Source: an optimization exercise on an open RTL-to-GDS flow (aim: small area and a short achievable clock period). Production flows keep margins and buffers that such runs may drop.
In this exercise RTL edits were held to simulation tests only and were not proved equivalent to the original.
The clock input has no modelled driver; a real chip could not lean on it and would need a root buffer or a full tree.
Power figures rest on the tool's default switching activity, not on a simulated workload.

Setup of old:
## Division
module Division(
	input         clock,
	input         start,
	input  [31:0] a,
	input  [31:0] b,
	output reg [31:0] q,
	output reg [31:0] r
);
For scale: about 510 cells after synthesis, ~100 flip-flops, roughly 4700 sq um of cells after synthesis.
clock: 6.0 ns
lec_check: 0
cap_margin: 20
core_margin: 2
core_utilization: 40
place_density: 0.6
setup_slack_margin: 3.8
slew_margin: 20
synth_hierarchical: 1
synth_minimum_keep_size: 0
standard.sh (not shown) runs the stock make flow with config.mk's settings and CLKGATE_MAP_FILE= SYNTH_SCRIPT=/design/flow/synth_recipe.tcl, a recipe that flattens the netlist after the stock synthesis.
==> flow/flow/run.sh <==
#!/bin/bash
# Standard ORFS layout (the standard.sh) with these changes:
#  - the port buffers are the smallest buffer (buf_1) instead of the one buffer_ports picks;
#  - the full-adder extraction step in synthesis is skipped, so ABC maps the adder logic itself;
#  - ABC sizes cells for a 1 fF load instead of 5 fF (smaller cells; the placer's repair sizes up);
#  - the clock tree is one level of four clkbuf_16 (flow/clock_buffers.tcl, via the
#    PRE_CTS_TCL hook) instead of TritonCTS's two levels.
# Each tool's output goes to the logs under orfs/logs; make's output goes to standard.log.
export BUFFER_PORTS_ARGS="-buffer_cell sky130_fd_sc_hd__buf_1"
export ADDER_MAP_FILE=
export PRE_CTS_TCL="$PWD/flow/pre_cts.tcl"
bash standard.sh ABC_LOAD_IN_FF=1 finish > standard.log 2>&1
Other scripts of this flow, unchanged in this note and not shown: flow/flow/clock_buffers.tcl, flow/flow/pre_cts.tcl
Input-level comparison between new and old:
# old
export LEC_CHECK = 0
export CAP_MARGIN = 20
export CORE_MARGIN = 2
export CORE_UTILIZATION = 40
export PLACE_DENSITY = 0.6
export SETUP_SLACK_MARGIN = 3.8
export SLEW_MARGIN = 20
export SYNTH_HIERARCHICAL = 1
export SYNTH_MINIMUM_KEEP_SIZE = 0
create_clock -name core_clock -period 6.0 [get_ports {clock}]
# new
export LEC_CHECK = 0
export CAP_MARGIN = 20
export CORE_MARGIN = 2
export CORE_UTILIZATION = 40
export PLACE_DENSITY = 0.6
export SETUP_SLACK_MARGIN = 3.85
export SLEW_MARGIN = 20
export SYNTH_HIERARCHICAL = 1
export SYNTH_MINIMUM_KEEP_SIZE = 0
create_clock -name core_clock -period 6.0 [get_ports {clock}]
[summary]
The core of new is more densely filled than that of old.
Sort new and old by detailed-routed wire length on met2 asc -> top: old
Compared to old, new has worst setup slack 0.014 ns lower.
Looking at first-pass GRT wire length, new sits 410 um higher than old does.
Global-route usage, new and old: larger value in new
In every run of this note, the design's own scripts or RTL, not TritonCTS, make the clock network.


## try-harbor
Starting RTL as in the previous note.
==> flow/config.mk <==
export PLATFORM = sky130hd
export DESIGN_NAME = Division
export DESIGN_NICKNAME = Division
export VERILOG_FILES = /design/flow/design.v
export SDC_FILE = /design/flow/constraint.sdc
export NUM_CORES = 4
export LEC_CHECK = 0
export CAP_MARGIN = 20
export CORE_MARGIN = 2
export CORE_UTILIZATION = 40
export PLACE_DENSITY = 0.6
export SETUP_SLACK_MARGIN = 3.9
export SLEW_MARGIN = 20
export SYNTH_HIERARCHICAL = 1
export SYNTH_MINIMUM_KEEP_SIZE = 0
export TNS_END_PERCENT = 10
==> flow/constraint.sdc <==
create_clock -name core_clock -period 6.0 [get_ports {clock}]
set_input_delay 1.2000 -clock core_clock [delete_from_list [all_inputs] [get_ports {clock}]]
set_output_delay 1.2000 -clock core_clock [all_outputs]
set_load 0.01 [all_outputs]
==> flow/flow/clock_buffers.tcl <==
# One-level clock tree: the clock port drives four clkbuf_16, each driving the
# flip-flops of one quarter of the core (split by x at the median, then each half
# by y at its median), placed at the centre of its flip-flops. Replaces TritonCTS.
set block [ord::get_db_block]
set db [ord::get_db]
set clk_net [$block findNet clock]
set master [$db findMaster sky130_fd_sc_hd__clkbuf_16]
set sinks {}
foreach it [$clk_net getITerms] {
  set inst [$it getInst]
  if { [[$inst getMaster] isSequential] || [string match "*CLK*" [[$it getMTerm] getName]] } {
    set loc [$inst getLocation]
    lappend sinks [list $it [lindex $loc 0] [lindex $loc 1]]
  }
}
set n [llength $sinks]
puts "clock_buffers: $n sinks"
set byx [lsort -integer -index 1 $sinks]
set h [expr {$n / 2}]
set groups {}
foreach half [list [lrange $byx 0 [expr {$h - 1}]] [lrange $byx $h end]] {
  set byy [lsort -integer -index 2 $half]
  set m [expr {[llength $byy] / 2}]
  lappend groups [lrange $byy 0 [expr {$m - 1}]] [lrange $byy $m end]
}
set k 0
foreach g $groups {
  set net [odb::dbNet_create $block "clknet_q$k"]
  $net setSigType CLOCK
  set buf [odb::dbInst_create $block $master "clkbuf_q$k"]
  set sx 0; set sy 0
  foreach s $g {
    set it [lindex $s 0]
    $it disconnect
    $it connect $net
    incr sx [lindex $s 1]; incr sy [lindex $s 2]
  }
  set cnt [llength $g]
  $buf setLocation [expr {$sx / $cnt}] [expr {$sy / $cnt}]
  $buf setPlacementStatus PLACED
  [$buf findITerm A] connect $clk_net
  [$buf findITerm X] connect $net
  puts "clock_buffers: clkbuf_q$k drives $cnt sinks"
  incr k
}
==> flow/flow/pre_cts.tcl <==
# Hook run by ORFS's cts.tcl before its clock_tree_synthesis call: builds the
# one-level clock tree of clock_buffers.tcl and turns that call into setting the
# clock propagated, so TritonCTS adds no second level. The rest of cts.tcl
# (legalisation, setup and hold repair) runs as usual.
source [file join [file dirname [info script]] clock_buffers.tcl]
proc clock_tree_synthesis { args } {
  puts "clock_tree_synthesis replaced by flow/clock_buffers.tcl"
  set_propagated_clock [all_clocks]
}
Scripts as last shown in full above: flow/flow/run.sh
Relative to try-harbor, the following input files were edited for try-zinc:
Settings: CORE_UTILIZATION changed from 40 to 50; TNS_END_PERCENT removed (was 10).
==> notes.md <==
- try-harbor reached the final stage; the timing, design-rule and antenna checks on its layout passed.
- try-zinc ended with every stage complete and zero timing, DRC or antenna violations.
- Compared with try-harbor, try-zinc shows a lower final standard cell area without fillers.
- Endpoint of the worst setup timing path = r[5]: try-zinc; endpoint of the worst setup timing path = r[28]: try-harbor
- On post-layout minimum cycle time, try-zinc does better than try-harbor.
- Route | try-zinc vs try-harbor | wire shorter in try-zinc
- Diff try-zinc..try-harbor | setup skew after layout | negligible
- | fraction of area in multi-input gates | try-zinc vs try-harbor | 0.27 points lower |
- try-zinc ended with more global-route usage than try-harbor.
- [compare] base=try-harbor new=try-zinc: fraction of the cycle the final worst path needs lost 0.55 points; clock share of power lost 0.2 points; worst setup slack picked up an extra 33 ps; routability-driven placement congestion ratio lost 2.9%.
- try-zinc vs try-harbor: starting density of the core up in try-zinc
### try-zinc -> try-umber
Settings: CORE_UTILIZATION changed from 50 to 40.
Per the final summary, try-umber finished and its layout is clean on timing, DRC and antenna.
try-umber against try-zinc: sequential power share closely matched the old numbers; placed instance count increased by 32 relative to the old numbers; peak clock frequency supported by timing increased by 0.0047 GHz relative to the old numbers.
In the reports for try-umber and try-zinc, the smaller total wire length belongs to try-zinc.
Modified inputs, try-quartz compared to try-umber
Settings: PLACE_DENSITY now 0.7, was 0.6.
==> notes.md <==
- Layout multi-input combinational cell count across try-quartz and try-umber: no real change.
- try-quartz against try-umber: die area barely changed; setup slack after layout dropped 24 ps; sequential share of layout area dropped 0.76 points.
- From try-umber to try-quartz the numbers moved as follows: post-CTS resize count moved down, final period utilization moved up, detailed-route via count moved up, clock share of power moved down, final total power moved up.
- When try-quartz is measured against try-umber, its pre-CTS setup slack turns out 170 ps lower.
- try-quartz completed; timing, DRC and antenna clean
- Insertion delay of the later-clocked pin in the worst-skew pair across try-quartz and try-umber: no real change.
Input-level comparison between try-fjord and try-quartz:
Settings: changing SETUP_SLACK_MARGIN from 3.9 to 3.95; changing PLACE_DENSITY from 0.7 to 0.6.
Notes after the runs:
try-fjord: PASS, flow complete, no timing, DRC or antenna violations. Global-route wire length before repair on try-fjord is behind try-quartz. Status: maximum frequency parity (try-quartz, try-fjord). Looking at wire length, try-fjord sits 4.8% higher than try-quartz does. [compare] base=try-quartz new=try-fjord: critical path depth went up, sequential cell count neither gained nor lost much.
No run of this note takes its clock network from TritonCTS; it comes from the design's own scripts or RTL.

afterwards: timing with drivers on the ports:
The flow's constraints put no driver on any port. The routed layouts listed below were extracted and timed again, unchanged, in two steps.
Step 1: set_driving_cell puts a clkbuf_16 on clock and a buf_2 on each other input, an assumption about the parent block.
Step 2 times the ports against the registers' clock, not the clock port: input delays grow and output delays shrink by t, the midpoint of the rising clock arrivals with the driver on.
Three values: ideal, step 1, step 2; two values: the first two.
| run | shift t [ns] | setup WS [ns] | worst slew at a driven data input, ns | cell pins on the clock port's net |
|---|---|---|---|---|
| old | 0.242 | 3.934 / 3.912 / 3.934 | 0.04 | 4 |
| new | 0.242 | 3.921 / 3.877 / 3.920 | 0.05 | 4 |
| try-harbor | 0.240 | 3.926 / 3.871 / 3.925 | 0.04 | 4 |
| try-zinc | 0.238 | 3.958 / 3.888 / 3.958 | 0.05 | 4 |
| try-umber | 0.239 | 3.978 / 3.909 / 3.978 | 0.04 | 4 |
| try-quartz | 0.238 | 3.954 / 3.876 / 3.974 | 0.07 | 4 |
| try-fjord | 0.241 | 3.951 / 3.891 / 3.951 | 0.05 | 4 |
After both steps every run listed still meets setup and hold.
